Background: an optimization exercise with open tools, aiming at small area, a short achievable clock period and few clock cycles per item. Do not read the settings as production practice.
No functional check of the RTL was part of any run shown here.
Power figures rest on the tool's default switching activity, not on a simulated workload.

==> flow/design.v (outline; a module is shown in full before it is edited, if it fits) <==
// module mux2X1: 8 lines
// module carry_lookahead_adder_8_bit: 19 lines
// module CLA_8bit_slice: 38 lines
// module carry_lookahead_adder_32_bit: 13 lines
// module mp_adder: 954 lines
module mp_adder (
    input  wire         iAddSub,
    input  wire         iClk,
    input  wire         iRst,
    input  wire         iStart,
    input  wire [511:0] iOpA,
    input  wire [511:0] iOpB,
    output wire [512:0] oRes,
    output wire         oDone);
  // ...
==> flow/run.sh <==
#!/bin/bash
# synth_recipe.tcl (not shown) runs the flow's synth.tcl, then flattens the netlist and writes it again
# the make line also repeats each setting of config.mk as NAME=value (left out here)
make -C /OpenROAD-flow-scripts/flow DESIGN_CONFIG=/design/flow/config.mk WORK_HOME=/design/flow/orfs CLKGATE_MAP_FILE= SYNTH_SCRIPT=/design/flow/synth_recipe.tcl finish
==> flow/config.mk <==
export PLATFORM = sky130hd
export DESIGN_NAME = mp_adder
export DESIGN_NICKNAME = mp_adder
export VERILOG_FILES = /design/flow/design.v
export SDC_FILE = /design/flow/constraint.sdc
export NUM_CORES = 4
export LEC_CHECK = 0
export ABC_AREA = 1
export CAP_MARGIN = 20
export CORE_AREA = 10 10 550 550
export DIE_AREA = 0 0 560 560
export SLEW_MARGIN = 20
==> flow/constraint.sdc <==
create_clock -name core_clock -period 5.0 [get_ports {iClk}]
set_input_delay 1.0000 -clock core_clock [delete_from_list [all_inputs] [get_ports {iClk}]]
set_output_delay 1.0000 -clock core_clock [all_outputs]
set_load 0.01 [all_outputs]
==> summary.txt, run 1 <==
Pwr
  – Sequential fraction of design power: 22.1%

Timing
  – Worst-Margin Slew: 0.8365 ns
  – Hold Violations, Final: 0
  – Setup TNS: 0 ns
  – Max Freq: 0.2226 GHz

Synth
  – Synth Area in XOR/XNOR: 23.52%
  – Seq/Total Area, Yosys: 21.96%

Critical path
  – Critical-path maximum fanout: 46
  – Crit. Startpoint: iAddSub
  – Critical Path Sink Type: flop
  – Cell depth of the worst setup path: 23

Cells and area
  – Inverters: 1036
  – Commonest non-fill, non-tap cell in the layout: nand2_1
  – Layout non-clock buf frac: 27.66%
  – Clock buffer cells: 118
  – Max reg flops: 511
  – Final net count: 10830
  – Clk tree area frac: 3.391%

Clock tree
  – Total CTS buffers: 80
  – Worst-path clk slew: 0.06 ns
  – CTS tree: built

Drt
  – Vias post-DR: 57250

Global routing
  – GR Util met2: 34.01%
  – Met1 usage: 24.31%
  – Grt total ovfl: 0
  – First-pass GRT wire length: 462300 um

Place
  – Placer Congestion: 1.023

Worst hold path
  – Worst Hold Class: primary input to flop

Run status
  – Outcome: no timing/DRC/antenna violations
==> module mp_adder, before the edit <==
module mp_adder (
    input  wire         iAddSub,
    input  wire         iClk,
    input  wire         iRst,
    input  wire         iStart,
    input  wire [511:0] iOpA,
    input  wire [511:0] iOpB,
    output wire [512:0] oRes,
    output wire         oDone);
    wire [511:0] x  = iOpA ^ iOpB;
    wire [511:0] pr = x ^ {512{iAddSub}};    
    wire [511:0] gn = ~pr & iOpB;            
    wire [127:0] gg, gp;
    genvar j;
    generate for (j = 0; j < 128; j = j + 1) begin : grp
        wire [3:0] g = gn[j*4 +: 4];
        wire [3:0] p = pr[j*4 +: 4];
        assign gg[j] = g[3] | g[2] & p[3] | g[1] & p[2] & p[3] | g[0] & p[1] & p[2] & p[3];
        assign gp[j] = &p;
    end endgenerate
    wire sg0_1 = gg[1] | (gp[1] & gg[0]);
    wire sg0_3 = gg[3] | (gp[3] & gg[2]);
    wire sp0_3 = gp[3] & gp[2];
    wire sg0_5 = gg[5] | (gp[5] & gg[4]);
    wire sp0_5 = gp[5] & gp[4];
    wire sg0_7 = gg[7] | (gp[7] & gg[6]);
    wire sp0_7 = gp[7] & gp[6];
    wire sg0_9 = gg[9] | (gp[9] & gg[8]);
    wire sp0_9 = gp[9] & gp[8];
    wire sg0_11 = gg[11] | (gp[11] & gg[10]);
    wire sp0_11 = gp[11] & gp[10];
    wire sg0_13 = gg[13] | (gp[13] & gg[12]);
    wire sp0_13 = gp[13] & gp[12];
    wire sg0_15 = gg[15] | (gp[15] & gg[14]);
    wire sp0_15 = gp[15] & gp[14];
    wire sg0_17 = gg[17] | (gp[17] & gg[16]);
    wire sp0_17 = gp[17] & gp[16];
    wire sg0_19 = gg[19] | (gp[19] & gg[18]);
    wire sp0_19 = gp[19] & gp[18];
    wire sg0_21 = gg[21] | (gp[21] & gg[20]);
    wire sp0_21 = gp[21] & gp[20];
    wire sg0_23 = gg[23] | (gp[23] & gg[22]);
    wire sp0_23 = gp[23] & gp[22];
    wire sg0_25 = gg[25] | (gp[25] & gg[24]);
    wire sp0_25 = gp[25] & gp[24];
    wire sg0_27 = gg[27] | (gp[27] & gg[26]);
    wire sp0_27 = gp[27] & gp[26];
    wire sg0_29 = gg[29] | (gp[29] & gg[28]);
    wire sp0_29 = gp[29] & gp[28];
    wire sg0_31 = gg[31] | (gp[31] & gg[30]);
    wire sp0_31 = gp[31] & gp[30];
    wire sg0_33 = gg[33] | (gp[33] & gg[32]);
    wire sp0_33 = gp[33] & gp[32];
    wire sg0_35 = gg[35] | (gp[35] & gg[34]);
    wire sp0_35 = gp[35] & gp[34];
    wire sg0_37 = gg[37] | (gp[37] & gg[36]);
    wire sp0_37 = gp[37] & gp[36];
    wire sg0_39 = gg[39] | (gp[39] & gg[38]);
    wire sp0_39 = gp[39] & gp[38];
    wire sg0_41 = gg[41] | (gp[41] & gg[40]);
    wire sp0_41 = gp[41] & gp[40];
    wire sg0_43 = gg[43] | (gp[43] & gg[42]);
    wire sp0_43 = gp[43] & gp[42];
    wire sg0_45 = gg[45] | (gp[45] & gg[44]);
    wire sp0_45 = gp[45] & gp[44];
    wire sg0_47 = gg[47] | (gp[47] & gg[46]);
    wire sp0_47 = gp[47] & gp[46];
    wire sg0_49 = gg[49] | (gp[49] & gg[48]);
    wire sp0_49 = gp[49] & gp[48];
    wire sg0_51 = gg[51] | (gp[51] & gg[50]);
    wire sp0_51 = gp[51] & gp[50];
    wire sg0_53 = gg[53] | (gp[53] & gg[52]);
    wire sp0_53 = gp[53] & gp[52];
    wire sg0_55 = gg[55] | (gp[55] & gg[54]);
    wire sp0_55 = gp[55] & gp[54];
    wire sg0_57 = gg[57] | (gp[57] & gg[56]);
    wire sp0_57 = gp[57] & gp[56];
    wire sg0_59 = gg[59] | (gp[59] & gg[58]);
    wire sp0_59 = gp[59] & gp[58];
    wire sg0_61 = gg[61] | (gp[61] & gg[60]);
    wire sp0_61 = gp[61] & gp[60];
    wire sg0_63 = gg[63] | (gp[63] & gg[62]);
    wire sp0_63 = gp[63] & gp[62];
    wire sg0_65 = gg[65] | (gp[65] & gg[64]);
    wire sp0_65 = gp[65] & gp[64];
    wire sg0_67 = gg[67] | (gp[67] & gg[66]);
    wire sp0_67 = gp[67] & gp[66];
    wire sg0_69 = gg[69] | (gp[69] & gg[68]);
    wire sp0_69 = gp[69] & gp[68];
    wire sg0_71 = gg[71] | (gp[71] & gg[70]);
    wire sp0_71 = gp[71] & gp[70];
    wire sg0_73 = gg[73] | (gp[73] & gg[72]);
    wire sp0_73 = gp[73] & gp[72];
    wire sg0_75 = gg[75] | (gp[75] & gg[74]);
    wire sp0_75 = gp[75] & gp[74];
    wire sg0_77 = gg[77] | (gp[77] & gg[76]);
    wire sp0_77 = gp[77] & gp[76];
    wire sg0_79 = gg[79] | (gp[79] & gg[78]);
    wire sp0_79 = gp[79] & gp[78];
    wire sg0_81 = gg[81] | (gp[81] & gg[80]);
    wire sp0_81 = gp[81] & gp[80];
    wire sg0_83 = gg[83] | (gp[83] & gg[82]);
    wire sp0_83 = gp[83] & gp[82];
    wire sg0_85 = gg[85] | (gp[85] & gg[84]);
    wire sp0_85 = gp[85] & gp[84];
    wire sg0_87 = gg[87] | (gp[87] & gg[86]);
    wire sp0_87 = gp[87] & gp[86];
    wire sg0_89 = gg[89] | (gp[89] & gg[88]);
    wire sp0_89 = gp[89] & gp[88];
    wire sg0_91 = gg[91] | (gp[91] & gg[90]);
    wire sp0_91 = gp[91] & gp[90];
    wire sg0_93 = gg[93] | (gp[93] & gg[92]);
    wire sp0_93 = gp[93] & gp[92];
    wire sg0_95 = gg[95] | (gp[95] & gg[94]);
    wire sp0_95 = gp[95] & gp[94];
    wire sg0_97 = gg[97] | (gp[97] & gg[96]);
    wire sp0_97 = gp[97] & gp[96];
    wire sg0_99 = gg[99] | (gp[99] & gg[98]);
    wire sp0_99 = gp[99] & gp[98];
    wire sg0_101 = gg[101] | (gp[101] & gg[100]);
    wire sp0_101 = gp[101] & gp[100];
    wire sg0_103 = gg[103] | (gp[103] & gg[102]);
    wire sp0_103 = gp[103] & gp[102];
    wire sg0_105 = gg[105] | (gp[105] & gg[104]);
    wire sp0_105 = gp[105] & gp[104];
    wire sg0_107 = gg[107] | (gp[107] & gg[106]);
    wire sp0_107 = gp[107] & gp[106];
    wire sg0_109 = gg[109] | (gp[109] & gg[108]);
    wire sp0_109 = gp[109] & gp[108];
    wire sg0_111 = gg[111] | (gp[111] & gg[110]);
    wire sp0_111 = gp[111] & gp[110];
    wire sg0_113 = gg[113] | (gp[113] & gg[112]);
    wire sp0_113 = gp[113] & gp[112];
    wire sg0_115 = gg[115] | (gp[115] & gg[114]);
    wire sp0_115 = gp[115] & gp[114];
    wire sg0_117 = gg[117] | (gp[117] & gg[116]);
    wire sp0_117 = gp[117] & gp[116];
    wire sg0_119 = gg[119] | (gp[119] & gg[118]);
    wire sp0_119 = gp[119] & gp[118];
    wire sg0_121 = gg[121] | (gp[121] & gg[120]);
    wire sp0_121 = gp[121] & gp[120];
    wire sg0_123 = gg[123] | (gp[123] & gg[122]);
    wire sp0_123 = gp[123] & gp[122];
    wire sg0_125 = gg[125] | (gp[125] & gg[124]);
    wire sp0_125 = gp[125] & gp[124];
    wire sg0_127 = gg[127] | (gp[127] & gg[126]);
    wire sp0_127 = gp[127] & gp[126];
    wire sg1_2 = gg[2] | (gp[2] & sg0_1);
    wire sg1_3 = sg0_3 | (sp0_3 & sg0_1);
    wire sg1_6 = gg[6] | (gp[6] & sg0_5);
    wire sp1_6 = gp[6] & sp0_5;
    wire sg1_7 = sg0_7 | (sp0_7 & sg0_5);
    wire sp1_7 = sp0_7 & sp0_5;
    wire sg1_10 = gg[10] | (gp[10] & sg0_9);
    wire sp1_10 = gp[10] & sp0_9;
    wire sg1_11 = sg0_11 | (sp0_11 & sg0_9);
    wire sp1_11 = sp0_11 & sp0_9;
    wire sg1_14 = gg[14] | (gp[14] & sg0_13);
    wire sp1_14 = gp[14] & sp0_13;
    wire sg1_15 = sg0_15 | (sp0_15 & sg0_13);
    wire sp1_15 = sp0_15 & sp0_13;
    wire sg1_18 = gg[18] | (gp[18] & sg0_17);
    wire sp1_18 = gp[18] & sp0_17;
    wire sg1_19 = sg0_19 | (sp0_19 & sg0_17);
    wire sp1_19 = sp0_19 & sp0_17;
    wire sg1_22 = gg[22] | (gp[22] & sg0_21);
    wire sp1_22 = gp[22] & sp0_21;
    wire sg1_23 = sg0_23 | (sp0_23 & sg0_21);
    wire sp1_23 = sp0_23 & sp0_21;
    wire sg1_26 = gg[26] | (gp[26] & sg0_25);
    wire sp1_26 = gp[26] & sp0_25;
    wire sg1_27 = sg0_27 | (sp0_27 & sg0_25);
    wire sp1_27 = sp0_27 & sp0_25;
    wire sg1_30 = gg[30] | (gp[30] & sg0_29);
    wire sp1_30 = gp[30] & sp0_29;
    wire sg1_31 = sg0_31 | (sp0_31 & sg0_29);
    wire sp1_31 = sp0_31 & sp0_29;
    wire sg1_34 = gg[34] | (gp[34] & sg0_33);
    wire sp1_34 = gp[34] & sp0_33;
    wire sg1_35 = sg0_35 | (sp0_35 & sg0_33);
    wire sp1_35 = sp0_35 & sp0_33;
    wire sg1_38 = gg[38] | (gp[38] & sg0_37);
    wire sp1_38 = gp[38] & sp0_37;
    wire sg1_39 = sg0_39 | (sp0_39 & sg0_37);
    wire sp1_39 = sp0_39 & sp0_37;
    wire sg1_42 = gg[42] | (gp[42] & sg0_41);
    wire sp1_42 = gp[42] & sp0_41;
    wire sg1_43 = sg0_43 | (sp0_43 & sg0_41);
    wire sp1_43 = sp0_43 & sp0_41;
    wire sg1_46 = gg[46] | (gp[46] & sg0_45);
    wire sp1_46 = gp[46] & sp0_45;
    wire sg1_47 = sg0_47 | (sp0_47 & sg0_45);
    wire sp1_47 = sp0_47 & sp0_45;
    wire sg1_50 = gg[50] | (gp[50] & sg0_49);
    wire sp1_50 = gp[50] & sp0_49;
    wire sg1_51 = sg0_51 | (sp0_51 & sg0_49);
    wire sp1_51 = sp0_51 & sp0_49;
    wire sg1_54 = gg[54] | (gp[54] & sg0_53);
    wire sp1_54 = gp[54] & sp0_53;
    wire sg1_55 = sg0_55 | (sp0_55 & sg0_53);
    wire sp1_55 = sp0_55 & sp0_53;
    wire sg1_58 = gg[58] | (gp[58] & sg0_57);
    wire sp1_58 = gp[58] & sp0_57;
    wire sg1_59 = sg0_59 | (sp0_59 & sg0_57);
    wire sp1_59 = sp0_59 & sp0_57;
    wire sg1_62 = gg[62] | (gp[62] & sg0_61);
    wire sp1_62 = gp[62] & sp0_61;
    wire sg1_63 = sg0_63 | (sp0_63 & sg0_61);
    wire sp1_63 = sp0_63 & sp0_61;
    wire sg1_66 = gg[66] | (gp[66] & sg0_65);
    wire sp1_66 = gp[66] & sp0_65;
    wire sg1_67 = sg0_67 | (sp0_67 & sg0_65);
    wire sp1_67 = sp0_67 & sp0_65;
    wire sg1_70 = gg[70] | (gp[70] & sg0_69);
    wire sp1_70 = gp[70] & sp0_69;
    wire sg1_71 = sg0_71 | (sp0_71 & sg0_69);
    wire sp1_71 = sp0_71 & sp0_69;
    wire sg1_74 = gg[74] | (gp[74] & sg0_73);
    wire sp1_74 = gp[74] & sp0_73;
    wire sg1_75 = sg0_75 | (sp0_75 & sg0_73);
    wire sp1_75 = sp0_75 & sp0_73;
    wire sg1_78 = gg[78] | (gp[78] & sg0_77);
    wire sp1_78 = gp[78] & sp0_77;
    wire sg1_79 = sg0_79 | (sp0_79 & sg0_77);
    wire sp1_79 = sp0_79 & sp0_77;
    wire sg1_82 = gg[82] | (gp[82] & sg0_81);
    wire sp1_82 = gp[82] & sp0_81;
    wire sg1_83 = sg0_83 | (sp0_83 & sg0_81);
    wire sp1_83 = sp0_83 & sp0_81;
    wire sg1_86 = gg[86] | (gp[86] & sg0_85);
    wire sp1_86 = gp[86] & sp0_85;
    wire sg1_87 = sg0_87 | (sp0_87 & sg0_85);
    wire sp1_87 = sp0_87 & sp0_85;
    wire sg1_90 = gg[90] | (gp[90] & sg0_89);
    wire sp1_90 = gp[90] & sp0_89;
    wire sg1_91 = sg0_91 | (sp0_91 & sg0_89);
    wire sp1_91 = sp0_91 & sp0_89;
    wire sg1_94 = gg[94] | (gp[94] & sg0_93);
    wire sp1_94 = gp[94] & sp0_93;
    wire sg1_95 = sg0_95 | (sp0_95 & sg0_93);
    wire sp1_95 = sp0_95 & sp0_93;
    wire sg1_98 = gg[98] | (gp[98] & sg0_97);
    wire sp1_98 = gp[98] & sp0_97;
    wire sg1_99 = sg0_99 | (sp0_99 & sg0_97);
    wire sp1_99 = sp0_99 & sp0_97;
    wire sg1_102 = gg[102] | (gp[102] & sg0_101);
    wire sp1_102 = gp[102] & sp0_101;
    wire sg1_103 = sg0_103 | (sp0_103 & sg0_101);
    wire sp1_103 = sp0_103 & sp0_101;
    wire sg1_106 = gg[106] | (gp[106] & sg0_105);
    wire sp1_106 = gp[106] & sp0_105;
    wire sg1_107 = sg0_107 | (sp0_107 & sg0_105);
    wire sp1_107 = sp0_107 & sp0_105;
    wire sg1_110 = gg[110] | (gp[110] & sg0_109);
    wire sp1_110 = gp[110] & sp0_109;
    wire sg1_111 = sg0_111 | (sp0_111 & sg0_109);
    wire sp1_111 = sp0_111 & sp0_109;
    wire sg1_114 = gg[114] | (gp[114] & sg0_113);
    wire sp1_114 = gp[114] & sp0_113;
    wire sg1_115 = sg0_115 | (sp0_115 & sg0_113);
    wire sp1_115 = sp0_115 & sp0_113;
    wire sg1_118 = gg[118] | (gp[118] & sg0_117);
    wire sp1_118 = gp[118] & sp0_117;
    wire sg1_119 = sg0_119 | (sp0_119 & sg0_117);
    wire sp1_119 = sp0_119 & sp0_117;
    wire sg1_122 = gg[122] | (gp[122] & sg0_121);
    wire sp1_122 = gp[122] & sp0_121;
    wire sg1_123 = sg0_123 | (sp0_123 & sg0_121);
    wire sp1_123 = sp0_123 & sp0_121;
    wire sg1_126 = gg[126] | (gp[126] & sg0_125);
    wire sp1_126 = gp[126] & sp0_125;
    wire sg1_127 = sg0_127 | (sp0_127 & sg0_125);
    wire sp1_127 = sp0_127 & sp0_125;
    wire sg2_4 = gg[4] | (gp[4] & sg1_3);
    wire sg2_5 = sg0_5 | (sp0_5 & sg1_3);
    wire sg2_6 = sg1_6 | (sp1_6 & sg1_3);
    wire sg2_7 = sg1_7 | (sp1_7 & sg1_3);
    wire sg2_12 = gg[12] | (gp[12] & sg1_11);
    wire sp2_12 = gp[12] & sp1_11;
    wire sg2_13 = sg0_13 | (sp0_13 & sg1_11);
    wire sp2_13 = sp0_13 & sp1_11;
    wire sg2_14 = sg1_14 | (sp1_14 & sg1_11);
    wire sp2_14 = sp1_14 & sp1_11;
    wire sg2_15 = sg1_15 | (sp1_15 & sg1_11);
    wire sp2_15 = sp1_15 & sp1_11;
    wire sg2_20 = gg[20] | (gp[20] & sg1_19);
    wire sp2_20 = gp[20] & sp1_19;
    wire sg2_21 = sg0_21 | (sp0_21 & sg1_19);
    wire sp2_21 = sp0_21 & sp1_19;
    wire sg2_22 = sg1_22 | (sp1_22 & sg1_19);
    wire sp2_22 = sp1_22 & sp1_19;
    wire sg2_23 = sg1_23 | (sp1_23 & sg1_19);
    wire sp2_23 = sp1_23 & sp1_19;
    wire sg2_28 = gg[28] | (gp[28] & sg1_27);
    wire sp2_28 = gp[28] & sp1_27;
    wire sg2_29 = sg0_29 | (sp0_29 & sg1_27);
    wire sp2_29 = sp0_29 & sp1_27;
    wire sg2_30 = sg1_30 | (sp1_30 & sg1_27);
    wire sp2_30 = sp1_30 & sp1_27;
    wire sg2_31 = sg1_31 | (sp1_31 & sg1_27);
    wire sp2_31 = sp1_31 & sp1_27;
    wire sg2_36 = gg[36] | (gp[36] & sg1_35);
    wire sp2_36 = gp[36] & sp1_35;
    wire sg2_37 = sg0_37 | (sp0_37 & sg1_35);
    wire sp2_37 = sp0_37 & sp1_35;
    wire sg2_38 = sg1_38 | (sp1_38 & sg1_35);
    wire sp2_38 = sp1_38 & sp1_35;
    wire sg2_39 = sg1_39 | (sp1_39 & sg1_35);
    wire sp2_39 = sp1_39 & sp1_35;
    wire sg2_44 = gg[44] | (gp[44] & sg1_43);
    wire sp2_44 = gp[44] & sp1_43;
    wire sg2_45 = sg0_45 | (sp0_45 & sg1_43);
    wire sp2_45 = sp0_45 & sp1_43;
    wire sg2_46 = sg1_46 | (sp1_46 & sg1_43);
    wire sp2_46 = sp1_46 & sp1_43;
    wire sg2_47 = sg1_47 | (sp1_47 & sg1_43);
    wire sp2_47 = sp1_47 & sp1_43;
    wire sg2_52 = gg[52] | (gp[52] & sg1_51);
    wire sp2_52 = gp[52] & sp1_51;
    wire sg2_53 = sg0_53 | (sp0_53 & sg1_51);
    wire sp2_53 = sp0_53 & sp1_51;
    wire sg2_54 = sg1_54 | (sp1_54 & sg1_51);
    wire sp2_54 = sp1_54 & sp1_51;
    wire sg2_55 = sg1_55 | (sp1_55 & sg1_51);
    wire sp2_55 = sp1_55 & sp1_51;
    wire sg2_60 = gg[60] | (gp[60] & sg1_59);
    wire sp2_60 = gp[60] & sp1_59;
    wire sg2_61 = sg0_61 | (sp0_61 & sg1_59);
    wire sp2_61 = sp0_61 & sp1_59;
    wire sg2_62 = sg1_62 | (sp1_62 & sg1_59);
    wire sp2_62 = sp1_62 & sp1_59;
    wire sg2_63 = sg1_63 | (sp1_63 & sg1_59);
    wire sp2_63 = sp1_63 & sp1_59;
    wire sg2_68 = gg[68] | (gp[68] & sg1_67);
    wire sp2_68 = gp[68] & sp1_67;
    wire sg2_69 = sg0_69 | (sp0_69 & sg1_67);
    wire sp2_69 = sp0_69 & sp1_67;
    wire sg2_70 = sg1_70 | (sp1_70 & sg1_67);
    wire sp2_70 = sp1_70 & sp1_67;
    wire sg2_71 = sg1_71 | (sp1_71 & sg1_67);
    wire sp2_71 = sp1_71 & sp1_67;
    wire sg2_76 = gg[76] | (gp[76] & sg1_75);
    wire sp2_76 = gp[76] & sp1_75;
    wire sg2_77 = sg0_77 | (sp0_77 & sg1_75);
    wire sp2_77 = sp0_77 & sp1_75;
    wire sg2_78 = sg1_78 | (sp1_78 & sg1_75);
    wire sp2_78 = sp1_78 & sp1_75;
    wire sg2_79 = sg1_79 | (sp1_79 & sg1_75);
    wire sp2_79 = sp1_79 & sp1_75;
    wire sg2_84 = gg[84] | (gp[84] & sg1_83);
    wire sp2_84 = gp[84] & sp1_83;
    wire sg2_85 = sg0_85 | (sp0_85 & sg1_83);
    wire sp2_85 = sp0_85 & sp1_83;
    wire sg2_86 = sg1_86 | (sp1_86 & sg1_83);
    wire sp2_86 = sp1_86 & sp1_83;
    wire sg2_87 = sg1_87 | (sp1_87 & sg1_83);
    wire sp2_87 = sp1_87 & sp1_83;
    wire sg2_92 = gg[92] | (gp[92] & sg1_91);
    wire sp2_92 = gp[92] & sp1_91;
    wire sg2_93 = sg0_93 | (sp0_93 & sg1_91);
    wire sp2_93 = sp0_93 & sp1_91;
    wire sg2_94 = sg1_94 | (sp1_94 & sg1_91);
    wire sp2_94 = sp1_94 & sp1_91;
    wire sg2_95 = sg1_95 | (sp1_95 & sg1_91);
    wire sp2_95 = sp1_95 & sp1_91;
    wire sg2_100 = gg[100] | (gp[100] & sg1_99);
    wire sp2_100 = gp[100] & sp1_99;
    wire sg2_101 = sg0_101 | (sp0_101 & sg1_99);
    wire sp2_101 = sp0_101 & sp1_99;
    wire sg2_102 = sg1_102 | (sp1_102 & sg1_99);
    wire sp2_102 = sp1_102 & sp1_99;
    wire sg2_103 = sg1_103 | (sp1_103 & sg1_99);
    wire sp2_103 = sp1_103 & sp1_99;
    wire sg2_108 = gg[108] | (gp[108] & sg1_107);
    wire sp2_108 = gp[108] & sp1_107;
    wire sg2_109 = sg0_109 | (sp0_109 & sg1_107);
    wire sp2_109 = sp0_109 & sp1_107;
    wire sg2_110 = sg1_110 | (sp1_110 & sg1_107);
    wire sp2_110 = sp1_110 & sp1_107;
    wire sg2_111 = sg1_111 | (sp1_111 & sg1_107);
    wire sp2_111 = sp1_111 & sp1_107;
    wire sg2_116 = gg[116] | (gp[116] & sg1_115);
    wire sp2_116 = gp[116] & sp1_115;
    wire sg2_117 = sg0_117 | (sp0_117 & sg1_115);
    wire sp2_117 = sp0_117 & sp1_115;
    wire sg2_118 = sg1_118 | (sp1_118 & sg1_115);
    wire sp2_118 = sp1_118 & sp1_115;
    wire sg2_119 = sg1_119 | (sp1_119 & sg1_115);
    wire sp2_119 = sp1_119 & sp1_115;
    wire sg2_124 = gg[124] | (gp[124] & sg1_123);
    wire sp2_124 = gp[124] & sp1_123;
    wire sg2_125 = sg0_125 | (sp0_125 & sg1_123);
    wire sp2_125 = sp0_125 & sp1_123;
    wire sg2_126 = sg1_126 | (sp1_126 & sg1_123);
    wire sp2_126 = sp1_126 & sp1_123;
    wire sg2_127 = sg1_127 | (sp1_127 & sg1_123);
    wire sp2_127 = sp1_127 & sp1_123;
    wire sg3_8 = gg[8] | (gp[8] & sg2_7);
    wire sg3_9 = sg0_9 | (sp0_9 & sg2_7);
    wire sg3_10 = sg1_10 | (sp1_10 & sg2_7);
    wire sg3_11 = sg1_11 | (sp1_11 & sg2_7);
    wire sg3_12 = sg2_12 | (sp2_12 & sg2_7);
    wire sg3_13 = sg2_13 | (sp2_13 & sg2_7);
    wire sg3_14 = sg2_14 | (sp2_14 & sg2_7);
    wire sg3_15 = sg2_15 | (sp2_15 & sg2_7);
    wire sg3_24 = gg[24] | (gp[24] & sg2_23);
    wire sp3_24 = gp[24] & sp2_23;
    wire sg3_25 = sg0_25 | (sp0_25 & sg2_23);
    wire sp3_25 = sp0_25 & sp2_23;
    wire sg3_26 = sg1_26 | (sp1_26 & sg2_23);
    wire sp3_26 = sp1_26 & sp2_23;
    wire sg3_27 = sg1_27 | (sp1_27 & sg2_23);
    wire sp3_27 = sp1_27 & sp2_23;
    wire sg3_28 = sg2_28 | (sp2_28 & sg2_23);
    wire sp3_28 = sp2_28 & sp2_23;
    wire sg3_29 = sg2_29 | (sp2_29 & sg2_23);
    wire sp3_29 = sp2_29 & sp2_23;
    wire sg3_30 = sg2_30 | (sp2_30 & sg2_23);
    wire sp3_30 = sp2_30 & sp2_23;
    wire sg3_31 = sg2_31 | (sp2_31 & sg2_23);
    wire sp3_31 = sp2_31 & sp2_23;
    wire sg3_40 = gg[40] | (gp[40] & sg2_39);
    wire sp3_40 = gp[40] & sp2_39;
    wire sg3_41 = sg0_41 | (sp0_41 & sg2_39);
    wire sp3_41 = sp0_41 & sp2_39;
    wire sg3_42 = sg1_42 | (sp1_42 & sg2_39);
    wire sp3_42 = sp1_42 & sp2_39;
    wire sg3_43 = sg1_43 | (sp1_43 & sg2_39);
    wire sp3_43 = sp1_43 & sp2_39;
    wire sg3_44 = sg2_44 | (sp2_44 & sg2_39);
    wire sp3_44 = sp2_44 & sp2_39;
    wire sg3_45 = sg2_45 | (sp2_45 & sg2_39);
    wire sp3_45 = sp2_45 & sp2_39;
    wire sg3_46 = sg2_46 | (sp2_46 & sg2_39);
    wire sp3_46 = sp2_46 & sp2_39;
    wire sg3_47 = sg2_47 | (sp2_47 & sg2_39);
    wire sp3_47 = sp2_47 & sp2_39;
    wire sg3_56 = gg[56] | (gp[56] & sg2_55);
    wire sp3_56 = gp[56] & sp2_55;
    wire sg3_57 = sg0_57 | (sp0_57 & sg2_55);
    wire sp3_57 = sp0_57 & sp2_55;
    wire sg3_58 = sg1_58 | (sp1_58 & sg2_55);
    wire sp3_58 = sp1_58 & sp2_55;
    wire sg3_59 = sg1_59 | (sp1_59 & sg2_55);
    wire sp3_59 = sp1_59 & sp2_55;
    wire sg3_60 = sg2_60 | (sp2_60 & sg2_55);
    wire sp3_60 = sp2_60 & sp2_55;
    wire sg3_61 = sg2_61 | (sp2_61 & sg2_55);
    wire sp3_61 = sp2_61 & sp2_55;
    wire sg3_62 = sg2_62 | (sp2_62 & sg2_55);
    wire sp3_62 = sp2_62 & sp2_55;
    wire sg3_63 = sg2_63 | (sp2_63 & sg2_55);
    wire sp3_63 = sp2_63 & sp2_55;
    wire sg3_72 = gg[72] | (gp[72] & sg2_71);
    wire sp3_72 = gp[72] & sp2_71;
    wire sg3_73 = sg0_73 | (sp0_73 & sg2_71);
    wire sp3_73 = sp0_73 & sp2_71;
    wire sg3_74 = sg1_74 | (sp1_74 & sg2_71);
    wire sp3_74 = sp1_74 & sp2_71;
    wire sg3_75 = sg1_75 | (sp1_75 & sg2_71);
    wire sp3_75 = sp1_75 & sp2_71;
    wire sg3_76 = sg2_76 | (sp2_76 & sg2_71);
    wire sp3_76 = sp2_76 & sp2_71;
    wire sg3_77 = sg2_77 | (sp2_77 & sg2_71);
    wire sp3_77 = sp2_77 & sp2_71;
    wire sg3_78 = sg2_78 | (sp2_78 & sg2_71);
    wire sp3_78 = sp2_78 & sp2_71;
    wire sg3_79 = sg2_79 | (sp2_79 & sg2_71);
    wire sp3_79 = sp2_79 & sp2_71;
    wire sg3_88 = gg[88] | (gp[88] & sg2_87);
    wire sp3_88 = gp[88] & sp2_87;
    wire sg3_89 = sg0_89 | (sp0_89 & sg2_87);
    wire sp3_89 = sp0_89 & sp2_87;
    wire sg3_90 = sg1_90 | (sp1_90 & sg2_87);
    wire sp3_90 = sp1_90 & sp2_87;
    wire sg3_91 = sg1_91 | (sp1_91 & sg2_87);
    wire sp3_91 = sp1_91 & sp2_87;
    wire sg3_92 = sg2_92 | (sp2_92 & sg2_87);
    wire sp3_92 = sp2_92 & sp2_87;
    wire sg3_93 = sg2_93 | (sp2_93 & sg2_87);
    wire sp3_93 = sp2_93 & sp2_87;
    wire sg3_94 = sg2_94 | (sp2_94 & sg2_87);
    wire sp3_94 = sp2_94 & sp2_87;
    wire sg3_95 = sg2_95 | (sp2_95 & sg2_87);
    wire sp3_95 = sp2_95 & sp2_87;
    wire sg3_104 = gg[104] | (gp[104] & sg2_103);
    wire sp3_104 = gp[104] & sp2_103;
    wire sg3_105 = sg0_105 | (sp0_105 & sg2_103);
    wire sp3_105 = sp0_105 & sp2_103;
    wire sg3_106 = sg1_106 | (sp1_106 & sg2_103);
    wire sp3_106 = sp1_106 & sp2_103;
    wire sg3_107 = sg1_107 | (sp1_107 & sg2_103);
    wire sp3_107 = sp1_107 & sp2_103;
    wire sg3_108 = sg2_108 | (sp2_108 & sg2_103);
    wire sp3_108 = sp2_108 & sp2_103;
    wire sg3_109 = sg2_109 | (sp2_109 & sg2_103);
    wire sp3_109 = sp2_109 & sp2_103;
    wire sg3_110 = sg2_110 | (sp2_110 & sg2_103);
    wire sp3_110 = sp2_110 & sp2_103;
    wire sg3_111 = sg2_111 | (sp2_111 & sg2_103);
    wire sp3_111 = sp2_111 & sp2_103;
    wire sg3_120 = gg[120] | (gp[120] & sg2_119);
    wire sp3_120 = gp[120] & sp2_119;
    wire sg3_121 = sg0_121 | (sp0_121 & sg2_119);
    wire sp3_121 = sp0_121 & sp2_119;
    wire sg3_122 = sg1_122 | (sp1_122 & sg2_119);
    wire sp3_122 = sp1_122 & sp2_119;
    wire sg3_123 = sg1_123 | (sp1_123 & sg2_119);
    wire sp3_123 = sp1_123 & sp2_119;
    wire sg3_124 = sg2_124 | (sp2_124 & sg2_119);
    wire sp3_124 = sp2_124 & sp2_119;
    wire sg3_125 = sg2_125 | (sp2_125 & sg2_119);
    wire sp3_125 = sp2_125 & sp2_119;
    wire sg3_126 = sg2_126 | (sp2_126 & sg2_119);
    wire sp3_126 = sp2_126 & sp2_119;
    wire sg3_127 = sg2_127 | (sp2_127 & sg2_119);
    wire sp3_127 = sp2_127 & sp2_119;
    wire sg4_16 = gg[16] | (gp[16] & sg3_15);
    wire sg4_17 = sg0_17 | (sp0_17 & sg3_15);
    wire sg4_18 = sg1_18 | (sp1_18 & sg3_15);
    wire sg4_19 = sg1_19 | (sp1_19 & sg3_15);
    wire sg4_20 = sg2_20 | (sp2_20 & sg3_15);
    wire sg4_21 = sg2_21 | (sp2_21 & sg3_15);
    wire sg4_22 = sg2_22 | (sp2_22 & sg3_15);
    wire sg4_23 = sg2_23 | (sp2_23 & sg3_15);
    wire sg4_24 = sg3_24 | (sp3_24 & sg3_15);
    wire sg4_25 = sg3_25 | (sp3_25 & sg3_15);
    wire sg4_26 = sg3_26 | (sp3_26 & sg3_15);
    wire sg4_27 = sg3_27 | (sp3_27 & sg3_15);
    wire sg4_28 = sg3_28 | (sp3_28 & sg3_15);
    wire sg4_29 = sg3_29 | (sp3_29 & sg3_15);
    wire sg4_30 = sg3_30 | (sp3_30 & sg3_15);
    wire sg4_31 = sg3_31 | (sp3_31 & sg3_15);
    wire sg4_48 = gg[48] | (gp[48] & sg3_47);
    wire sp4_48 = gp[48] & sp3_47;
    wire sg4_49 = sg0_49 | (sp0_49 & sg3_47);
    wire sp4_49 = sp0_49 & sp3_47;
    wire sg4_50 = sg1_50 | (sp1_50 & sg3_47);
    wire sp4_50 = sp1_50 & sp3_47;
    wire sg4_51 = sg1_51 | (sp1_51 & sg3_47);
    wire sp4_51 = sp1_51 & sp3_47;
    wire sg4_52 = sg2_52 | (sp2_52 & sg3_47);
    wire sp4_52 = sp2_52 & sp3_47;
    wire sg4_53 = sg2_53 | (sp2_53 & sg3_47);
    wire sp4_53 = sp2_53 & sp3_47;
    wire sg4_54 = sg2_54 | (sp2_54 & sg3_47);
    wire sp4_54 = sp2_54 & sp3_47;
    wire sg4_55 = sg2_55 | (sp2_55 & sg3_47);
    wire sp4_55 = sp2_55 & sp3_47;
    wire sg4_56 = sg3_56 | (sp3_56 & sg3_47);
    wire sp4_56 = sp3_56 & sp3_47;
    wire sg4_57 = sg3_57 | (sp3_57 & sg3_47);
    wire sp4_57 = sp3_57 & sp3_47;
    wire sg4_58 = sg3_58 | (sp3_58 & sg3_47);
    wire sp4_58 = sp3_58 & sp3_47;
    wire sg4_59 = sg3_59 | (sp3_59 & sg3_47);
    wire sp4_59 = sp3_59 & sp3_47;
    wire sg4_60 = sg3_60 | (sp3_60 & sg3_47);
    wire sp4_60 = sp3_60 & sp3_47;
    wire sg4_61 = sg3_61 | (sp3_61 & sg3_47);
    wire sp4_61 = sp3_61 & sp3_47;
    wire sg4_62 = sg3_62 | (sp3_62 & sg3_47);
    wire sp4_62 = sp3_62 & sp3_47;
    wire sg4_63 = sg3_63 | (sp3_63 & sg3_47);
    wire sp4_63 = sp3_63 & sp3_47;
    wire sg4_80 = gg[80] | (gp[80] & sg3_79);
    wire sp4_80 = gp[80] & sp3_79;
    wire sg4_81 = sg0_81 | (sp0_81 & sg3_79);
    wire sp4_81 = sp0_81 & sp3_79;
    wire sg4_82 = sg1_82 | (sp1_82 & sg3_79);
    wire sp4_82 = sp1_82 & sp3_79;
    wire sg4_83 = sg1_83 | (sp1_83 & sg3_79);
    wire sp4_83 = sp1_83 & sp3_79;
    wire sg4_84 = sg2_84 | (sp2_84 & sg3_79);
    wire sp4_84 = sp2_84 & sp3_79;
    wire sg4_85 = sg2_85 | (sp2_85 & sg3_79);
    wire sp4_85 = sp2_85 & sp3_79;
    wire sg4_86 = sg2_86 | (sp2_86 & sg3_79);
    wire sp4_86 = sp2_86 & sp3_79;
    wire sg4_87 = sg2_87 | (sp2_87 & sg3_79);
    wire sp4_87 = sp2_87 & sp3_79;
    wire sg4_88 = sg3_88 | (sp3_88 & sg3_79);
    wire sp4_88 = sp3_88 & sp3_79;
    wire sg4_89 = sg3_89 | (sp3_89 & sg3_79);
    wire sp4_89 = sp3_89 & sp3_79;
    wire sg4_90 = sg3_90 | (sp3_90 & sg3_79);
    wire sp4_90 = sp3_90 & sp3_79;
    wire sg4_91 = sg3_91 | (sp3_91 & sg3_79);
    wire sp4_91 = sp3_91 & sp3_79;
    wire sg4_92 = sg3_92 | (sp3_92 & sg3_79);
    wire sp4_92 = sp3_92 & sp3_79;
    wire sg4_93 = sg3_93 | (sp3_93 & sg3_79);
    wire sp4_93 = sp3_93 & sp3_79;
    wire sg4_94 = sg3_94 | (sp3_94 & sg3_79);
    wire sp4_94 = sp3_94 & sp3_79;
    wire sg4_95 = sg3_95 | (sp3_95 & sg3_79);
    wire sp4_95 = sp3_95 & sp3_79;
    wire sg4_112 = gg[112] | (gp[112] & sg3_111);
    wire sp4_112 = gp[112] & sp3_111;
    wire sg4_113 = sg0_113 | (sp0_113 & sg3_111);
    wire sp4_113 = sp0_113 & sp3_111;
    wire sg4_114 = sg1_114 | (sp1_114 & sg3_111);
    wire sp4_114 = sp1_114 & sp3_111;
    wire sg4_115 = sg1_115 | (sp1_115 & sg3_111);
    wire sp4_115 = sp1_115 & sp3_111;
    wire sg4_116 = sg2_116 | (sp2_116 & sg3_111);
    wire sp4_116 = sp2_116 & sp3_111;
    wire sg4_117 = sg2_117 | (sp2_117 & sg3_111);
    wire sp4_117 = sp2_117 & sp3_111;
    wire sg4_118 = sg2_118 | (sp2_118 & sg3_111);
    wire sp4_118 = sp2_118 & sp3_111;
    wire sg4_119 = sg2_119 | (sp2_119 & sg3_111);
    wire sp4_119 = sp2_119 & sp3_111;
    wire sg4_120 = sg3_120 | (sp3_120 & sg3_111);
    wire sp4_120 = sp3_120 & sp3_111;
    wire sg4_121 = sg3_121 | (sp3_121 & sg3_111);
    wire sp4_121 = sp3_121 & sp3_111;
    wire sg4_122 = sg3_122 | (sp3_122 & sg3_111);
    wire sp4_122 = sp3_122 & sp3_111;
    wire sg4_123 = sg3_123 | (sp3_123 & sg3_111);
    wire sp4_123 = sp3_123 & sp3_111;
    wire sg4_124 = sg3_124 | (sp3_124 & sg3_111);
    wire sp4_124 = sp3_124 & sp3_111;
    wire sg4_125 = sg3_125 | (sp3_125 & sg3_111);
    wire sp4_125 = sp3_125 & sp3_111;
    wire sg4_126 = sg3_126 | (sp3_126 & sg3_111);
    wire sp4_126 = sp3_126 & sp3_111;
    wire sg4_127 = sg3_127 | (sp3_127 & sg3_111);
    wire sp4_127 = sp3_127 & sp3_111;
    wire sg5_32 = gg[32] | (gp[32] & sg4_31);
    wire sg5_33 = sg0_33 | (sp0_33 & sg4_31);
    wire sg5_34 = sg1_34 | (sp1_34 & sg4_31);
    wire sg5_35 = sg1_35 | (sp1_35 & sg4_31);
    wire sg5_36 = sg2_36 | (sp2_36 & sg4_31);
    wire sg5_37 = sg2_37 | (sp2_37 & sg4_31);
    wire sg5_38 = sg2_38 | (sp2_38 & sg4_31);
    wire sg5_39 = sg2_39 | (sp2_39 & sg4_31);
    wire sg5_40 = sg3_40 | (sp3_40 & sg4_31);
    wire sg5_41 = sg3_41 | (sp3_41 & sg4_31);
    wire sg5_42 = sg3_42 | (sp3_42 & sg4_31);
    wire sg5_43 = sg3_43 | (sp3_43 & sg4_31);
    wire sg5_44 = sg3_44 | (sp3_44 & sg4_31);
    wire sg5_45 = sg3_45 | (sp3_45 & sg4_31);
    wire sg5_46 = sg3_46 | (sp3_46 & sg4_31);
    wire sg5_47 = sg3_47 | (sp3_47 & sg4_31);
    wire sg5_48 = sg4_48 | (sp4_48 & sg4_31);
    wire sg5_49 = sg4_49 | (sp4_49 & sg4_31);
    wire sg5_50 = sg4_50 | (sp4_50 & sg4_31);
    wire sg5_51 = sg4_51 | (sp4_51 & sg4_31);
    wire sg5_52 = sg4_52 | (sp4_52 & sg4_31);
    wire sg5_53 = sg4_53 | (sp4_53 & sg4_31);
    wire sg5_54 = sg4_54 | (sp4_54 & sg4_31);
    wire sg5_55 = sg4_55 | (sp4_55 & sg4_31);
    wire sg5_56 = sg4_56 | (sp4_56 & sg4_31);
    wire sg5_57 = sg4_57 | (sp4_57 & sg4_31);
    wire sg5_58 = sg4_58 | (sp4_58 & sg4_31);
    wire sg5_59 = sg4_59 | (sp4_59 & sg4_31);
    wire sg5_60 = sg4_60 | (sp4_60 & sg4_31);
    wire sg5_61 = sg4_61 | (sp4_61 & sg4_31);
    wire sg5_62 = sg4_62 | (sp4_62 & sg4_31);
    wire sg5_63 = sg4_63 | (sp4_63 & sg4_31);
    wire sg5_96 = gg[96] | (gp[96] & sg4_95);
    wire sp5_96 = gp[96] & sp4_95;
    wire sg5_97 = sg0_97 | (sp0_97 & sg4_95);
    wire sp5_97 = sp0_97 & sp4_95;
    wire sg5_98 = sg1_98 | (sp1_98 & sg4_95);
    wire sp5_98 = sp1_98 & sp4_95;
    wire sg5_99 = sg1_99 | (sp1_99 & sg4_95);
    wire sp5_99 = sp1_99 & sp4_95;
    wire sg5_100 = sg2_100 | (sp2_100 & sg4_95);
    wire sp5_100 = sp2_100 & sp4_95;
    wire sg5_101 = sg2_101 | (sp2_101 & sg4_95);
    wire sp5_101 = sp2_101 & sp4_95;
    wire sg5_102 = sg2_102 | (sp2_102 & sg4_95);
    wire sp5_102 = sp2_102 & sp4_95;
    wire sg5_103 = sg2_103 | (sp2_103 & sg4_95);
    wire sp5_103 = sp2_103 & sp4_95;
    wire sg5_104 = sg3_104 | (sp3_104 & sg4_95);
    wire sp5_104 = sp3_104 & sp4_95;
    wire sg5_105 = sg3_105 | (sp3_105 & sg4_95);
    wire sp5_105 = sp3_105 & sp4_95;
    wire sg5_106 = sg3_106 | (sp3_106 & sg4_95);
    wire sp5_106 = sp3_106 & sp4_95;
    wire sg5_107 = sg3_107 | (sp3_107 & sg4_95);
    wire sp5_107 = sp3_107 & sp4_95;
    wire sg5_108 = sg3_108 | (sp3_108 & sg4_95);
    wire sp5_108 = sp3_108 & sp4_95;
    wire sg5_109 = sg3_109 | (sp3_109 & sg4_95);
    wire sp5_109 = sp3_109 & sp4_95;
    wire sg5_110 = sg3_110 | (sp3_110 & sg4_95);
    wire sp5_110 = sp3_110 & sp4_95;
    wire sg5_111 = sg3_111 | (sp3_111 & sg4_95);
    wire sp5_111 = sp3_111 & sp4_95;
    wire sg5_112 = sg4_112 | (sp4_112 & sg4_95);
    wire sp5_112 = sp4_112 & sp4_95;
    wire sg5_113 = sg4_113 | (sp4_113 & sg4_95);
    wire sp5_113 = sp4_113 & sp4_95;
    wire sg5_114 = sg4_114 | (sp4_114 & sg4_95);
    wire sp5_114 = sp4_114 & sp4_95;
    wire sg5_115 = sg4_115 | (sp4_115 & sg4_95);
    wire sp5_115 = sp4_115 & sp4_95;
    wire sg5_116 = sg4_116 | (sp4_116 & sg4_95);
    wire sp5_116 = sp4_116 & sp4_95;
    wire sg5_117 = sg4_117 | (sp4_117 & sg4_95);
    wire sp5_117 = sp4_117 & sp4_95;
    wire sg5_118 = sg4_118 | (sp4_118 & sg4_95);
    wire sp5_118 = sp4_118 & sp4_95;
    wire sg5_119 = sg4_119 | (sp4_119 & sg4_95);
    wire sp5_119 = sp4_119 & sp4_95;
    wire sg5_120 = sg4_120 | (sp4_120 & sg4_95);
    wire sp5_120 = sp4_120 & sp4_95;
    wire sg5_121 = sg4_121 | (sp4_121 & sg4_95);
    wire sp5_121 = sp4_121 & sp4_95;
    wire sg5_122 = sg4_122 | (sp4_122 & sg4_95);
    wire sp5_122 = sp4_122 & sp4_95;
    wire sg5_123 = sg4_123 | (sp4_123 & sg4_95);
    wire sp5_123 = sp4_123 & sp4_95;
    wire sg5_124 = sg4_124 | (sp4_124 & sg4_95);
    wire sp5_124 = sp4_124 & sp4_95;
    wire sg5_125 = sg4_125 | (sp4_125 & sg4_95);
    wire sp5_125 = sp4_125 & sp4_95;
    wire sg5_126 = sg4_126 | (sp4_126 & sg4_95);
    wire sp5_126 = sp4_126 & sp4_95;
    wire sg5_127 = sg4_127 | (sp4_127 & sg4_95);
    wire sp5_127 = sp4_127 & sp4_95;
    wire sg6_64 = gg[64] | (gp[64] & sg5_63);
    wire sg6_65 = sg0_65 | (sp0_65 & sg5_63);
    wire sg6_66 = sg1_66 | (sp1_66 & sg5_63);
    wire sg6_67 = sg1_67 | (sp1_67 & sg5_63);
    wire sg6_68 = sg2_68 | (sp2_68 & sg5_63);
    wire sg6_69 = sg2_69 | (sp2_69 & sg5_63);
    wire sg6_70 = sg2_70 | (sp2_70 & sg5_63);
    wire sg6_71 = sg2_71 | (sp2_71 & sg5_63);
    wire sg6_72 = sg3_72 | (sp3_72 & sg5_63);
    wire sg6_73 = sg3_73 | (sp3_73 & sg5_63);
    wire sg6_74 = sg3_74 | (sp3_74 & sg5_63);
    wire sg6_75 = sg3_75 | (sp3_75 & sg5_63);
    wire sg6_76 = sg3_76 | (sp3_76 & sg5_63);
    wire sg6_77 = sg3_77 | (sp3_77 & sg5_63);
    wire sg6_78 = sg3_78 | (sp3_78 & sg5_63);
    wire sg6_79 = sg3_79 | (sp3_79 & sg5_63);
    wire sg6_80 = sg4_80 | (sp4_80 & sg5_63);
    wire sg6_81 = sg4_81 | (sp4_81 & sg5_63);
    wire sg6_82 = sg4_82 | (sp4_82 & sg5_63);
    wire sg6_83 = sg4_83 | (sp4_83 & sg5_63);
    wire sg6_84 = sg4_84 | (sp4_84 & sg5_63);
    wire sg6_85 = sg4_85 | (sp4_85 & sg5_63);
    wire sg6_86 = sg4_86 | (sp4_86 & sg5_63);
    wire sg6_87 = sg4_87 | (sp4_87 & sg5_63);
    wire sg6_88 = sg4_88 | (sp4_88 & sg5_63);
    wire sg6_89 = sg4_89 | (sp4_89 & sg5_63);
    wire sg6_90 = sg4_90 | (sp4_90 & sg5_63);
    wire sg6_91 = sg4_91 | (sp4_91 & sg5_63);
    wire sg6_92 = sg4_92 | (sp4_92 & sg5_63);
    wire sg6_93 = sg4_93 | (sp4_93 & sg5_63);
    wire sg6_94 = sg4_94 | (sp4_94 & sg5_63);
    wire sg6_95 = sg4_95 | (sp4_95 & sg5_63);
    wire sg6_96 = sg5_96 | (sp5_96 & sg5_63);
    wire sg6_97 = sg5_97 | (sp5_97 & sg5_63);
    wire sg6_98 = sg5_98 | (sp5_98 & sg5_63);
    wire sg6_99 = sg5_99 | (sp5_99 & sg5_63);
    wire sg6_100 = sg5_100 | (sp5_100 & sg5_63);
    wire sg6_101 = sg5_101 | (sp5_101 & sg5_63);
    wire sg6_102 = sg5_102 | (sp5_102 & sg5_63);
    wire sg6_103 = sg5_103 | (sp5_103 & sg5_63);
    wire sg6_104 = sg5_104 | (sp5_104 & sg5_63);
    wire sg6_105 = sg5_105 | (sp5_105 & sg5_63);
    wire sg6_106 = sg5_106 | (sp5_106 & sg5_63);
    wire sg6_107 = sg5_107 | (sp5_107 & sg5_63);
    wire sg6_108 = sg5_108 | (sp5_108 & sg5_63);
    wire sg6_109 = sg5_109 | (sp5_109 & sg5_63);
    wire sg6_110 = sg5_110 | (sp5_110 & sg5_63);
    wire sg6_111 = sg5_111 | (sp5_111 & sg5_63);
    wire sg6_112 = sg5_112 | (sp5_112 & sg5_63);
    wire sg6_113 = sg5_113 | (sp5_113 & sg5_63);
    wire sg6_114 = sg5_114 | (sp5_114 & sg5_63);
    wire sg6_115 = sg5_115 | (sp5_115 & sg5_63);
    wire sg6_116 = sg5_116 | (sp5_116 & sg5_63);
    wire sg6_117 = sg5_117 | (sp5_117 & sg5_63);
    wire sg6_118 = sg5_118 | (sp5_118 & sg5_63);
    wire sg6_119 = sg5_119 | (sp5_119 & sg5_63);
    wire sg6_120 = sg5_120 | (sp5_120 & sg5_63);
    wire sg6_121 = sg5_121 | (sp5_121 & sg5_63);
    wire sg6_122 = sg5_122 | (sp5_122 & sg5_63);
    wire sg6_123 = sg5_123 | (sp5_123 & sg5_63);
    wire sg6_124 = sg5_124 | (sp5_124 & sg5_63);
    wire sg6_125 = sg5_125 | (sp5_125 & sg5_63);
    wire sg6_126 = sg5_126 | (sp5_126 & sg5_63);
    wire sg6_127 = sg5_127 | (sp5_127 & sg5_63);
    wire [127:0] dg;
    assign dg[0] = gg[0];
    assign dg[1] = sg0_1;
    assign dg[2] = sg1_2;
    assign dg[3] = sg1_3;
    assign dg[4] = sg2_4;
    assign dg[5] = sg2_5;
    assign dg[6] = sg2_6;
    assign dg[7] = sg2_7;
    assign dg[8] = sg3_8;
    assign dg[9] = sg3_9;
    assign dg[10] = sg3_10;
    assign dg[11] = sg3_11;
    assign dg[12] = sg3_12;
    assign dg[13] = sg3_13;
    assign dg[14] = sg3_14;
    assign dg[15] = sg3_15;
    assign dg[16] = sg4_16;
    assign dg[17] = sg4_17;
    assign dg[18] = sg4_18;
    assign dg[19] = sg4_19;
    assign dg[20] = sg4_20;
    assign dg[21] = sg4_21;
    assign dg[22] = sg4_22;
    assign dg[23] = sg4_23;
    assign dg[24] = sg4_24;
    assign dg[25] = sg4_25;
    assign dg[26] = sg4_26;
    assign dg[27] = sg4_27;
    assign dg[28] = sg4_28;
    assign dg[29] = sg4_29;
    assign dg[30] = sg4_30;
    assign dg[31] = sg4_31;
    assign dg[32] = sg5_32;
    assign dg[33] = sg5_33;
    assign dg[34] = sg5_34;
    assign dg[35] = sg5_35;
    assign dg[36] = sg5_36;
    assign dg[37] = sg5_37;
    assign dg[38] = sg5_38;
    assign dg[39] = sg5_39;
    assign dg[40] = sg5_40;
    assign dg[41] = sg5_41;
    assign dg[42] = sg5_42;
    assign dg[43] = sg5_43;
    assign dg[44] = sg5_44;
    assign dg[45] = sg5_45;
    assign dg[46] = sg5_46;
    assign dg[47] = sg5_47;
    assign dg[48] = sg5_48;
    assign dg[49] = sg5_49;
    assign dg[50] = sg5_50;
    assign dg[51] = sg5_51;
    assign dg[52] = sg5_52;
    assign dg[53] = sg5_53;
    assign dg[54] = sg5_54;
    assign dg[55] = sg5_55;
    assign dg[56] = sg5_56;
    assign dg[57] = sg5_57;
    assign dg[58] = sg5_58;
    assign dg[59] = sg5_59;
    assign dg[60] = sg5_60;
    assign dg[61] = sg5_61;
    assign dg[62] = sg5_62;
    assign dg[63] = sg5_63;
    assign dg[64] = sg6_64;
    assign dg[65] = sg6_65;
    assign dg[66] = sg6_66;
    assign dg[67] = sg6_67;
    assign dg[68] = sg6_68;
    assign dg[69] = sg6_69;
    assign dg[70] = sg6_70;
    assign dg[71] = sg6_71;
    assign dg[72] = sg6_72;
    assign dg[73] = sg6_73;
    assign dg[74] = sg6_74;
    assign dg[75] = sg6_75;
    assign dg[76] = sg6_76;
    assign dg[77] = sg6_77;
    assign dg[78] = sg6_78;
    assign dg[79] = sg6_79;
    assign dg[80] = sg6_80;
    assign dg[81] = sg6_81;
    assign dg[82] = sg6_82;
    assign dg[83] = sg6_83;
    assign dg[84] = sg6_84;
    assign dg[85] = sg6_85;
    assign dg[86] = sg6_86;
    assign dg[87] = sg6_87;
    assign dg[88] = sg6_88;
    assign dg[89] = sg6_89;
    assign dg[90] = sg6_90;
    assign dg[91] = sg6_91;
    assign dg[92] = sg6_92;
    assign dg[93] = sg6_93;
    assign dg[94] = sg6_94;
    assign dg[95] = sg6_95;
    assign dg[96] = sg6_96;
    assign dg[97] = sg6_97;
    assign dg[98] = sg6_98;
    assign dg[99] = sg6_99;
    assign dg[100] = sg6_100;
    assign dg[101] = sg6_101;
    assign dg[102] = sg6_102;
    assign dg[103] = sg6_103;
    assign dg[104] = sg6_104;
    assign dg[105] = sg6_105;
    assign dg[106] = sg6_106;
    assign dg[107] = sg6_107;
    assign dg[108] = sg6_108;
    assign dg[109] = sg6_109;
    assign dg[110] = sg6_110;
    assign dg[111] = sg6_111;
    assign dg[112] = sg6_112;
    assign dg[113] = sg6_113;
    assign dg[114] = sg6_114;
    assign dg[115] = sg6_115;
    assign dg[116] = sg6_116;
    assign dg[117] = sg6_117;
    assign dg[118] = sg6_118;
    assign dg[119] = sg6_119;
    assign dg[120] = sg6_120;
    assign dg[121] = sg6_121;
    assign dg[122] = sg6_122;
    assign dg[123] = sg6_123;
    assign dg[124] = sg6_124;
    assign dg[125] = sg6_125;
    assign dg[126] = sg6_126;
    assign dg[127] = sg6_127;
    wire [512:0] d;
    assign d[0] = 1'b0;
    generate for (j = 0; j < 128; j = j + 1) begin : bt
        wire [3:0] g = gn[j*4 +: 4];
        wire [3:0] p = pr[j*4 +: 4];
        wire ci;
        if (j == 0) begin : c0
            assign ci = 1'b0;
        end else begin : cn
            assign ci = dg[j-1];
        end
        assign d[j*4+1] = ci & p[0] | g[0];
        assign d[j*4+2] = ci & p[0] & p[1] | g[1] | g[0] & p[1];
        assign d[j*4+3] = ci & p[0] & p[1] & p[2] | g[2] | g[1] & p[2] | g[0] & p[1] & p[2];
        assign d[j*4+4] = dg[j];
    end endgenerate
    reg [511:1] rD;
    reg        rCout;
    reg        rDone;
    always @(posedge iClk) begin
        rD    <= d[511:1];
        rCout <= d[512] & ~iAddSub;
        if (iRst) rDone <= 1'b0;
        else      rDone <= iStart;
    end
    wire [511:0] dq;
    generate for (j = 0; j < 512; j = j + 1) begin : chk
        if (j == 0) begin : c0
            assign dq[0] = 1'b0;
        end else begin : cn
            assign dq[j*1] = rD[j];
        end
    end endgenerate
    assign oRes  = {rCout, x ^ dq};
    assign oDone = rDone;
endmodule
==> run 2: changes to the inputs <==
--- a/flow/design.v
+++ b/flow/design.v
@@ -1011,23 +1011,13 @@
         assign d[j*4+3] = ci & p[0] & p[1] & p[2] | g[2] | g[1] & p[2] | g[0] & p[1] & p[2];
         assign d[j*4+4] = dg[j];
     end endgenerate
-    reg [511:1] rD;
-    reg        rCout;
-    reg        rDone;
+    reg [512:0] rRes;
+    reg         rDone;
     always @(posedge iClk) begin
-        rD    <= d[511:1];
-        rCout <= d[512] & ~iAddSub;
+        rRes <= {d[512] & ~iAddSub, x ^ d[511:0]};
         if (iRst) rDone <= 1'b0;
         else      rDone <= iStart;
     end
-    wire [511:0] dq;
-    generate for (j = 0; j < 512; j = j + 1) begin : chk
-        if (j == 0) begin : c0
-            assign dq[0] = 1'b0;
-        end else begin : cn
-            assign dq[j*1] = rD[j];
-        end
-    end endgenerate
-    assign oRes  = {rCout, x ^ dq};
+    assign oRes  = rRes;
     assign oDone = rDone;
 endmodule
==> flow/flow/run.sh (new file) <==
#!/bin/bash
# Standard ORFS layout (the standard.sh), with the port buffers that
# buffer_ports inserts on every input and output made buf_1 cells instead of
# the cell it picks by default; the resizer still sizes them as timing needs.
set -euo pipefail
export BUFFER_PORTS_ARGS="-buffer_cell sky130_fd_sc_hd__buf_1"
bash standard.sh > standard_flow.log 2>&1
==> flow/standard.sh (new file) <==
#!/bin/bash
# synth_recipe.tcl (not shown) runs the flow's synth.tcl, then flattens the netlist and writes it again
# the make line also repeats each setting of config.mk as NAME=value (left out here)
make -C /OpenROAD-flow-scripts/flow DESIGN_CONFIG=/design/flow/config.mk WORK_HOME=/design/flow/orfs CLKGATE_MAP_FILE= SYNTH_SCRIPT=/design/flow/synth_recipe.tcl "${@:-finish}"
removed: flow/run.sh
==> run 2 against run 1 <==
  * Still clean on timing, DRC and antenna
  * Worst setup slack improved by 0.10 ns
  * Worst hold slack got worse by 0.33 ns
  * Clock power rose by 19%
  * Total power fell by 0.95%
  * Via count rose by 0.40%
  * Synthesized area rose by 0.67%
  * Highest routed layer unchanged
==> summary.txt, run 2 <==
Place
  – Detailed Place HPWL: 302700 um
  – Placer Congestion: 1.004 (-1.9%)
  – DP Worst Slack: -0.1566 ns
  – Placed Cells: 13640
  – Port Buf Inserts: 1541

Synth
  – Prevailing post-synth register cell: dfxtp_1
  – Mapped Area: 0.04708 mm2
  – Seq/Total Area, Yosys: 21.86% (-0.10 points)
  – Post-synth cell types: 62
  – Most numerous cell in the Yosys netlist: nand2_1
  – Synth top area share: 21.86%
  – Post-Syn Nets: 8759
  – Cells after synthesis: 7731
  – Post-synth EDFFs: 0
  – Ys Warns: 1
  – Syn Area/Cell: 6.090 um2
  – Leading post-synthesis cells by cell area: dfxtp_1 (22%), nand2_1 (22%), xor2_1 (12%)
  – Yosys reg bits: 514
  – Area leader, netlist: dfxtp_1
  – Post-synth ARST share: 0%
  – Post-synth top cells: nand2_1 (2711), inv_1 (921), nand3_1 (699)

Timing
  – RSZ-0062 raised after global routing: false
  – Worst setup margin: 0.6117 ns
  – Slew HR: 36.87%
  – Slew Limit Fails: 0
  – Setup TNS: 0 ns (unchanged)
  – Hold Violations, Final: 0 (unchanged)
  – Final setup vio count: 0
  – Final period util: 87.77%
  – Max Freq: 0.2279 GHz (+2.4%)
  – Fin crit period: 4.388 ns
  – Worst-Margin Slew: 0.9508 ns (+0.1143 ns)

Floorplanning
  – Die area: 0.3136 mm2
  – Initial core utilization: 16.20%
  – Core area: 0.2906 mm2
  – Chip height: 560 um
  – Num rows: 198
  – I/O pin count: 1542
  – Die width: 560 um

Critical path
  – Crit-path slowest cell: a21boi_0
  – Crit path largest cell delay: 0.30 ns
  – CP most frequent cell: nand2_1
  – Critical-path cell list: clkbuf_4, buf_12, buf_12, buf_12, buf_4, nand2_1, nand2_1, clkinv_1, nor2_1, nor2_1, a21boi_0, nand2_1, a21oi_1, nand2_1, a21oi_1, nand2_2, buf_4, nand3_1, nand2_1, nand3_1, nand2_1, or2_2, xor2_1, buf_4
  – Worst Path Arrival: 5.05 ns
  – Critical-path maximum fanout: 31 (-33%)
  – Worst Path Required: 5.66 ns
  – Setup CP Type: primary input to flop
  – Crit start category: primary input
  – Crit-path leading delay family: simple AND/OR/NAND/NOR gates
  – Buf+Inv Stages, Crit Path: 8
  – Critical Path Sink Type: flop

Clock tree
  – Root buf cell: clkbuf_16
  – Worst-path clk slew: 0.06 ns (about the same)
  – Hold_buf cts: 0
  – CTS H-tree depth: 3
  – CTS Buffer Depth: 4
  – # resized after CTS: 0
  – Total CTS buffers: 87 (+8.8%)
  – Post-CTS setup buffer count: 0
  – # clock sinks: 514
  – CTS tree: built

Run status
  – Outcome: no timing/DRC/antenna violations

Cells and area
  – Filler Cells Inserted: 33510
  – Largest registers: rRes: 513 flops, rDone: 1 flops
  – Commonest non-fill, non-tap cell in the layout: nand2_1
  – Final net count: 10860 (+0.24%)
  – Max reg flops: 513 (+0.39%)
  – Multi-input gate area: 0.03208 mm2
  – Non-filler cells, final: 13860
  – Reg with most FFs: rRes
  – Finished Core Util: 22.29%
  – Synth-to-Final Area Change: 37.61%
  – Sequential cell area: 0.01029 mm2
  – Most frequent cells in the layout: nand2_1 (2711), buf_1 (1534), inv_1 (921)
  – Share of cells above drive strength 1: 9.663%

Global routing
  – Initial antenna violation count: 143
  – Vias in the first global route: 53450
  – Aggregate global-route resource usage: 20.36%
  – Grt total ovfl: 0 (unchanged)
  – First-pass GRT wire length: 445600 um (-3.6%)
  – Pin count of the biggest net entering global routing: 81

Drt
  – Starting DRT DRC Count: 4493
  – Drt drc: 0
  – Vias per inst: 4.148
  – Final WL: 338600 um
  – Vias post-DR: 57480 (+0.40%)
  – First-pass iteration count of the detailed router: 9
  – Wire per inst: 24.43 um
  – DRT antenna net count: 0

Pwr
  – Lkg Pwr: 0.03141 uW
  – Design Power: 23910 uW
  – VDD IR-drop max: 0.0003070 V
  – PD cells: 369.1 mW/mm2

Worst hold path
  – Hold worst-path end: rDone
  – WHS Path Cells: 3
  – Worst Hold Class: primary input to flop
  – Hold wc startpoint: iStart

Flow run
  – Max Cap Viol: 0
run 2: metrics by stage:
step           hold slack [ns]  area [um2]
6_report                0.4409       64790
4_1_cts                 0.3530       64620
3_5_place_dp             1.214       61580
5_1_grt                 0.3938       64720
3_3_place_gp             1.210       61580
2_1_floorplan            1.071       47080
run 2: logic make-up after synthesis:
kind of cell | count (synthesis) | share of synthesized area (%)
multiplexers | 4 | 0.08505
buffers and inverters | 1087 | 10.02
AO/OA/AOI/OAI | 444 | 5.706
XOR/XNOR | 1179 | 22.04
flip-flops | 514 | 21.86
AND/OR/NAND/NOR | 4503 | 40.29
run 2: per-layer routing:
layer | vias to the layer above | track usage (%) | share of wire (%)
met1 | 26310 | 23.57 | 40
met4 | 36 | 8.190 | 4.8
met5 | - | 0 | 0.074
met3 | 512 | 7.301 | 9.5
met2 | 2354 | 34.05 | 46
li1 | 28270 | - | -
run 2: area by class of cell:
cell class | instances | share of cell area [%]
Antenna cell | 65 | 0.2511
Clock buffer | 120 | 3.847
Clock inverter | 31 | 0.8478
Inverter | 972 | 5.643
Multi-Input combinational cell | 6130 | 49.51
Sequential cell | 514 | 15.88
Tap cell | 3900 | 7.532
Timing Repair Buffer | 2126 | 16.48
run 2: worst max path at each step:
stage	from	to	slack, ns	depth (start not counted)
after floorplan	iAddSub	rRes[423]	1.44	21
after global placement	iAddSub	rRes[140]	-0.14	25
after detailed placement	iAddSub	rRes[140]	-0.16	25
after CTS	iAddSub	rRes[161]	0.69	21
after global routing	iAddSub	rRes[310]	0.28	27
final	iAddSub	rRes[186]	0.61	24
run 2: power breakdown:
| part | leakage, uW | switching, uW | internal, uW | total, uW |
|---|---|---|---|---|
| Combinational | 0.0256 | 7550 | 3420 | 11000 |
| Clock | 0.00149 | 2610 | 4150 | 6760 |
| Sequential | 0.00434 | 883 | 5300 | 6190 |
| Total | 0.0314 | 11000 | 12900 | 23900 |

static timing again, ports no longer ideal:
No port has a modelled driver above. Below, the same layouts with a new extraction and two added sets of constraints.
Step 1 assumes that a clkbuf_16 drives the clock port and a buf_2 every other input.
Step 2, shift: input delay + t, output delay - t, t = (earliest + latest rising clock arrival at the registers) / 2. This alone moves slack from input paths to output paths.
Slacks: ideal ports / drivers / drivers and shift; pairs: ideal ports / drivers.
run | shift t [ns] | slack for setup (ns) | hold slack, ns | clock arrival spread, ns
run 1 | 0.842 | 0.507 / 0.511 / -0.331 | 0.772 / 0.719 / 1.561 | 0.061 / 0.061
run 2 | 0.886 | 0.612 / 0.677 / -0.209 | 0.441 / 0.370 / 1.256 | 0.088 / 0.088
Met with ideal ports but missed after step 2: setup timing in run 1 and run 2. The setup slack of run 1, which loses most, moves by +0.004 ns with the drivers and by -0.838 ns with both steps.
